From an optimization exercise on the open Yosys and OpenROAD flow, aimed at small area, a short achievable clock period and few clock cycles per item; shortcuts taken in it are not production practice.
Where RTL was checked, it was by simulation tests only, not by an equivalence proof against the original.
Power and IR drop assume default switching activity.

## v52
==> flow/design.v <==
module divider #(
    parameter WIDTH = 32
)(
    input  logic                   clk,
    input  logic                   rst_n,
    input  logic                   start,
    input  logic [WIDTH-1:0]       dividend,
    input  logic [WIDTH-1:0]       divisor,
    output logic [WIDTH-1:0]       quotient,
    output logic [WIDTH-1:0]       remainder,
    output logic                   done
);
    logic        busy;
    logic [3:0]  cnt;           
    logic [31:0] rem_reg;       
    logic [31:0] quo_reg;       
    logic [31:0] dsr_reg;       
    logic [15:0] pair;
    logic [3:0]  mpos;
    always_comb begin
        for (int i = 0; i < 16; i++)
            pair[i] = divisor[2*i+1] | divisor[2*i];
        mpos[3] = |pair[15:8];
        mpos[2] = mpos[3] ? |pair[15:12] : |pair[7:4];
        mpos[1] = mpos[3] ? (mpos[2] ? |pair[15:14] : |pair[11:10])
                          : (mpos[2] ? |pair[7:6]   : |pair[3:2]);
        mpos[0] = mpos[3] ? (mpos[2] ? (mpos[1] ? pair[15] : pair[13]) : (mpos[1] ? pair[11] : pair[9]))
                          : (mpos[2] ? (mpos[1] ? pair[7]  : pair[5])  : (mpos[1] ? pair[3]  : pair[1]));
    end
    logic       hi, zq, dz;
    logic [3:0] sh;
    assign hi = |dividend[31:16];
    assign zq = ~hi & mpos[3];
    assign sh = {hi & ~mpos[3], ~mpos[2:0]};
    assign dz = ~|divisor;
    logic [31:0] dsr_init;
    logic [3:0]  cnt_init;
    assign dsr_init = divisor << {sh, 1'b0};
    assign cnt_init = dz ? 4'd15 : (zq ? 4'd0 : sh);
    logic [34:0] r, d1, d2, d3;
    assign r  = {3'b0, rem_reg};
    assign d1 = r - {3'b0, dsr_reg};
    assign d2 = r - {2'b0, dsr_reg, 1'b0};
    logic [34:0] nd, n2d, s3, cy3;
    assign nd  = ~{3'b0, dsr_reg};
    assign n2d = ~{2'b0, dsr_reg, 1'b0};
    assign s3  = r ^ nd ^ n2d;
    assign cy3 = (r & nd) | (r & n2d) | (nd & n2d);
    assign d3  = s3 - ~{cy3[33:0], 1'b1};
    logic        ge1, ge2, ge3;
    logic [1:0]  qd;
    logic [31:0] rnext;
    assign ge1 = ~d1[34];
    assign ge2 = ~d2[34];
    assign ge3 = ~d3[34];
    assign qd  = {ge2, ge3 | (ge1 & ~ge2)};
    assign rnext = ({32{ge3}}        & d3[31:0])
                 | ({32{ge2 & ~ge3}} & d2[31:0])
                 | ({32{ge1 & ~ge2}} & d1[31:0])
                 | ({32{~ge1}}       & rem_reg);
    always_ff @(posedge clk or negedge rst_n) begin
        if (!rst_n) begin
            busy <= 1'b0;
            done <= 1'b0;
        end else begin
            done <= busy && cnt == 4'd0;
            if (start)
                busy <= 1'b1;
            else if (cnt == 4'd0)
                busy <= 1'b0;
        end
    end
    always_ff @(posedge clk) begin
        if (start)
            quo_reg <= 32'd0;
        else if (busy)
            quo_reg <= {quo_reg[29:0], qd};
    end
    always_ff @(posedge clk) begin
        if (start) begin
            rem_reg <= dividend;
            dsr_reg <= dsr_init;
        end else begin
            rem_reg <= rnext;
            dsr_reg <= (busy && cnt != 4'd0) ? {2'b00, dsr_reg[31:2]} : 32'd0;
        end
    end
    always_ff @(posedge clk) begin
        if (start)
            cnt <= cnt_init;
        else
            cnt <= cnt - 4'd1;
    end
    assign quotient  = quo_reg;
    assign remainder = rem_reg;
endmodule
clock: 5.0 ns
lec_check: 0
cap_margin: 20
core_margin: 2
core_utilization: 50
setup_slack_margin: 1
slew_margin: 20
standard.sh (not shown) runs the stock make flow with config.mk's settings and CLKGATE_MAP_FILE= SYNTH_SCRIPT=/design/flow/synth_recipe.tcl, a recipe that flattens the netlist after the stock synthesis.
==> flow/flow/run.sh <==
#!/bin/bash
# The standard layout, with each port buffered by a sky130 buf_1 instead of
# the buffer buffer_ports picks by default.
set -euo pipefail
export BUFFER_PORTS_ARGS="-buffer_cell sky130_fd_sc_hd__buf_1"
bash standard.sh > standard.log 2>&1
Testbench counts of v52, summed over its fixed seeds: cycles 12,204, items 1,280.
Relative to v52, the following input files were edited for v55:
- SETUP_SLACK_MARGIN: 1 -> 0.9
- CORE_UTILIZATION: 50 -> 40
## What came out
v55: PASS, flow complete, no timing, DRC or antenna violations
When v55 is measured against v52, its combinational power share turns out 0.2 points lower.
v52 was larger in final cell area than v55.
Looking at v55 and v52, the clock network area share is a wash.
Between v55 and v52, the difference in sequential share of layout area is negligible.
Against v52, final total power in v55 came out better.
Count of placed standard cells in the final layout, fillers left out was higher in v55 than in v52.
v55 ends up with a critical path depth that is 2 higher than in v52.
> inputs changed (v55 -> v58)
- SETUP_SLACK_MARGIN now 1.15, was 0.9
Results
v58 completed every stage of the flow, and the final layout passed the timing, design-rule and antenna checks.
[compare] base=v55 new=v58: routed wire length up 3.9%, overall power consumption rose by about 6%.
Reported for v55 and v58, DRC violation count after routing turned out identical to the last digit.
Compared with v55, v58 shows a lower switching power share of the total.
Between v55 and v58, data-path buffer share of cell area in the final layout increased.
Against v55, wire length on met1 in v58 rose slightly.
Min number of fill cells across v55 and v58: v58
Maximum clock rate: v58 vs v55 up 2.3%

divider, a different RTL version from the one above (not shown whole).
Size: ~100 flip-flops, ~130 I/O pins, ~11,000 um^2 of cells after synthesis.
Settings: LEC_CHECK=0, CAP_MARGIN=0, CORE_MARGIN=2, CORE_UTILIZATION=40, SETUP_SLACK_MARGIN=1, SLEW_MARGIN=0; clock period 5.0 ns.
Scripts as last shown in full above: flow/flow/run.sh
Testbench counts at the start, summed over its fixed seeds: cycles 13,384, items 1,280.
Rerun with:
==> flow/run.sh (new file) <==
#!/bin/bash
# synth_recipe.tcl (not shown) runs the flow's synth.tcl, then flattens the netlist and writes it again
# the make line also repeats each setting of config.mk as NAME=value (left out here)
make -C /OpenROAD-flow-scripts/flow DESIGN_CONFIG=/design/flow/config.mk WORK_HOME=/design/flow/orfs CLKGATE_MAP_FILE= SYNTH_SCRIPT=/design/flow/synth_recipe.tcl finish
- CAP_MARGIN: 0 -> 20
- SLEW_MARGIN: 0 -> 20
removed: flow/flow/run.sh
removed: flow/standard.sh
=> Total power rose slightly; final cell count fell slightly; final area rose by a few percent.
Rerun with:
- SETUP_SLACK_MARGIN: 1 -> 2
- The changed run finished with timing, DRC and antenna clean
- area after synthesis does not change
- wire length climbs by 4.5%
- worst setup slack improves by 0.058 ns
- design area climbs by 14%
- global-route usage is about the same
- clock skew drops by 0.0057 ns
- die area does not change
Rerun with:
==> flow/flow/run.sh (new file) <==
#!/bin/bash
# The standard layout, with each port buffered by a sky130 buf_1 instead of
# the buffer buffer_ports picks by default.
set -euo pipefail
export BUFFER_PORTS_ARGS="-buffer_cell sky130_fd_sc_hd__buf_1"
bash standard.sh > standard.log 2>&1
==> flow/standard.sh (new file) <==
#!/bin/bash
# synth_recipe.tcl (not shown) runs the flow's synth.tcl, then flattens the netlist and writes it again
# the make line also repeats each setting of config.mk as NAME=value (left out here)
make -C /OpenROAD-flow-scripts/flow DESIGN_CONFIG=/design/flow/config.mk WORK_HOME=/design/flow/orfs CLKGATE_MAP_FILE= SYNTH_SCRIPT=/design/flow/synth_recipe.tcl "${@:-finish}"
- SETUP_SLACK_MARGIN: 2 -> 1
removed: flow/run.sh
=> Die area stays the same; hold slack loses 0.14 ns; final area shrinks by 17%; register-to-register slack is better by 0.02 ns; sequential power went up by about 3%; synthesized cell count stays the same; clock power goes up by 3.4%; setup slack improved by 0.018 ns.

== 03-07 ==
divider, a different RTL version from the one above (not shown whole).
Size: about 690 cells after synthesis, ~100 flip-flops, roughly 0.0068 mm2 of cells after synthesis.
clock: 5.0 ns
lec_check: 0
abc_clock_period_in_ps: 3000
cap_margin: 20
core_margin: 2
core_utilization: 40
slew_margin: 20
run.sh (not shown) runs the stock make flow with config.mk's settings and CLKGATE_MAP_FILE= SYNTH_SCRIPT=/design/flow/synth_recipe.tcl, a recipe that flattens the netlist after the stock synthesis.
Stock flow here: none of the scripts above is used.
Testbench counts of 03-07, summed over its fixed seeds: cycles 25,488, items 1,280.
Setup changes, 03-07 to 09-14
-- flow/config.mk --
<<< 03-07, line 6
export NUM_CORES = 4
export LEC_CHECK = 0
export ABC_CLOCK_PERIOD_IN_PS = 3000
export CAP_MARGIN = 20
export CORE_MARGIN = 2
>>> 09-14, line 6
export NUM_CORES = 4
export LEC_CHECK = 0
export ABC_AREA = 1
export CAP_MARGIN = 20
export CORE_MARGIN = 2
Looking at post-route standard cell area excluding fillers across 09-14 and 03-07, the one that comes out lower is 03-07. Compared with 03-07, 09-14 shows synthesized cell count higher by about 70%. When 09-14 is set beside 03-07, its critical path depth turns out to be 1 smaller. From 03-07 to 09-14 the numbers moved as follows: final critical delay including setup and external delays now smaller; biggest cell delay along the critical path now sits lower; area overhead of the layout relative to synthesis went down. The most frequent standard cell in the layout excluding fill and tap cells comes out sky130_fd_sc_hd__clkdlybuf4s50_1 in one run and sky130_fd_sc_hd__nand2_1 in the other, namely in 03-07 and 09-14 respectively.

run A:
Another version of the RTL of divider (not shown whole).
For scale: ~1200 cells after synthesis, about 100 flip-flops, about 11000 sq um of cells after synthesis.
Settings: LEC_CHECK=0, CAP_MARGIN=20, CORE_MARGIN=2, CORE_UTILIZATION=40, SETUP_SLACK_MARGIN=1.3, SLEW_MARGIN=20; clock period 5.0 ns.
standard.sh (not shown) runs the stock make flow with config.mk's settings and CLKGATE_MAP_FILE= SYNTH_SCRIPT=/design/flow/synth_recipe.tcl, a recipe that flattens the netlist after the stock synthesis.
==> flow/flow/run.sh <==
#!/bin/bash
# The standard layout, with each port buffered by a sky130 buf_1 instead of
# the buffer buffer_ports picks by default.
set -euo pipefail
export BUFFER_PORTS_ARGS="-buffer_cell sky130_fd_sc_hd__buf_1"
bash standard.sh > standard.log 2>&1
Edits applied to the flow inputs when going from run A to run B:
- a change of SETUP_SLACK_MARGIN from 1.3 to 1
Run B closes out successfully: all stages finished, all timing, DRC and antenna checks passed.
Looking at worst setup path startpoint, the dsr_reg[15] result is from run A; the rem_reg[12] one comes from run B.
Maximum vdd ir drop (run B over run A): decrease, 5.8 uV
Run B vs. run A: hold slack flat; met1 track utilization from global routing increased by 0.73 points relative to the old numbers; share of power burned in the clock network rose 0.8 points.
[compare] base=run A new=run B: clock distribution area overhead in the final layout barely changed; area share of buffers outside the clock network dropped 2.1 points; data arrival at the endpoint of the critical path climbed 0.09 ns.
Critical path depth, run A and run B: smaller value in run B
Summary — combinational power, run B relative to run A: lower, by about 12%.
The inputs of run C differ from those of run B as listed below.
- putting PLACE_DENSITY at 0.8 where nothing was set
- swapping 40 for 55 in CORE_UTILIZATION
==> notes.md <==
- Comparing run C and run B, the lower global-route usage was measured on run B.
- Summary of run C over run B: logic gate share of total power has increased; routed via count divided by cell count moved up; share of final layout cell area taken by non-clock buffers moved up.
No functional check of the RTL was part of any run of this note.

Setup of P:
RTL: one of the versions met above, not the one the previous note started from.
Size in the first run: roughly 690 cells after synthesis, ~100 flip-flops, roughly 130 I/O pins.
==> flow/config.mk <==
export PLATFORM = sky130hd
export DESIGN_NAME = divider
export DESIGN_NICKNAME = divider
export VERILOG_FILES = /design/flow/design.v
export SDC_FILE = /design/flow/constraint.sdc
export NUM_CORES = 4
export LEC_CHECK = 0
export CAP_MARGIN = 20
export CORE_MARGIN = 2
export CORE_UTILIZATION = 40
export SLEW_MARGIN = 20
==> flow/constraint.sdc <==
create_clock -name core_clock -period 5.0 [get_ports {clk}]
set_input_delay 1.0000 -clock core_clock [delete_from_list [all_inputs] [get_ports {clk}]]
set_output_delay 1.0000 -clock core_clock [all_outputs]
set_load 0.01 [all_outputs]
Scripts as last shown in full above: flow/flow/run.sh
Having completed the whole flow, P delivered a layout that passed the timing, design-rule and antenna checks.
Testbench counts of P, summed over its fixed seeds: cycles 25,488, items 1,280.
What Q does differently from P at the input level:
- setting SETUP_SLACK_MARGIN to 1 for the first time
==> comparison <==
- For power in sequential cells, Q and P come out practically identical.
- Against P, worst supply voltage drop on vdd in Q rose slightly.
- On area fraction of clock buffers and clock inverters, Q and P are neck and neck.
--- input diff Q..R ---
- changing SETUP_SLACK_MARGIN from 1 to 2
==> comparison <==
- In R, the fraction of power consumed by combinational cells came out 10 points above the value in Q.
- R vs. Q: wire length higher, final worst-path setup slack higher, power higher, wire length per cell after detailed routing higher, worst max-slew margin expressed relative to the limit roughly the same.
- Clock network power share, Q and R, higher one = Q.
- Of Q and R, the run reporting the lower proportion of layout cells with a drive suffix above 1 was Q.

## port drivers added, routing unchanged
How much do the figures lean on ideal ports? The routed layouts below were timed once more, with nothing changed but the port constraints. Step 1, drivers: a clkbuf_16 drives clk and a buf_2 each remaining input, both assumed. Step 2 also shifts input and output timing later by t, the mid clock arrival at the registers, as if the neighbouring blocks saw the same clock. a / b / c = ideal ports / drivers / drivers and shift; a / b = the first two.
run	t, ns	slack for setup (ns)	clock arrival spread, ns	slew at the worst register clock pin (ns)	cell pins on the clock port's net
v52	0.420	1.170 / 1.177 / 0.781	0.028 / 0.028	0.11 / 0.11	1
v55	0.416	1.085 / 1.085 / 0.709	0.013 / 0.013	0.09 / 0.09	1
v58	0.416	1.172 / 1.190 / 0.774	0.012 / 0.012	0.09 / 0.09	1
the first run of note 2	0.416	1.096 / 1.096 / 0.969	0.014 / 0.013	0.09 / 0.09	1
the second run of note 2	0.422	1.019 / 1.047 / 0.625	0.026 / 0.026	0.10 / 0.10	1
the third run of note 2	0.414	1.077 / 1.077 / 1.077	0.020 / 0.020	0.09 / 0.09	1
the fourth run of note 2	0.416	1.096 / 1.096 / 0.969	0.014 / 0.013	0.09 / 0.09	1
03-07	0.401	0.936 / 0.961 / 0.560	0.011 / 0.011	0.08 / 0.08	1
09-14	0.412	1.253 / 1.275 / 0.863	0.021 / 0.022	0.10 / 0.10	1
run A	0.406	1.171 / 1.171 / 0.969	0.014 / 0.014	0.09 / 0.09	1
run B	0.406	1.059 / 1.059 / 0.807	0.015 / 0.015	0.09 / 0.09	1
run C	0.406	0.955 / 0.955 / 0.805	0.010 / 0.010	0.08 / 0.08	1
P	0.400	1.004 / 1.004 / 0.712	0.013 / 0.013	0.08 / 0.08	1
Q	0.398	1.182 / 1.202 / 0.804	0.011 / 0.011	0.08 / 0.08	1
R	0.407	1.630 / 1.630 / 1.436	0.016 / 0.016	0.08 / 0.08	1
After both steps setup and hold are still met in every run listed. The setup slack of v58, which loses most, moves by +0.018 ns with the drivers and by -0.398 ns with both steps.
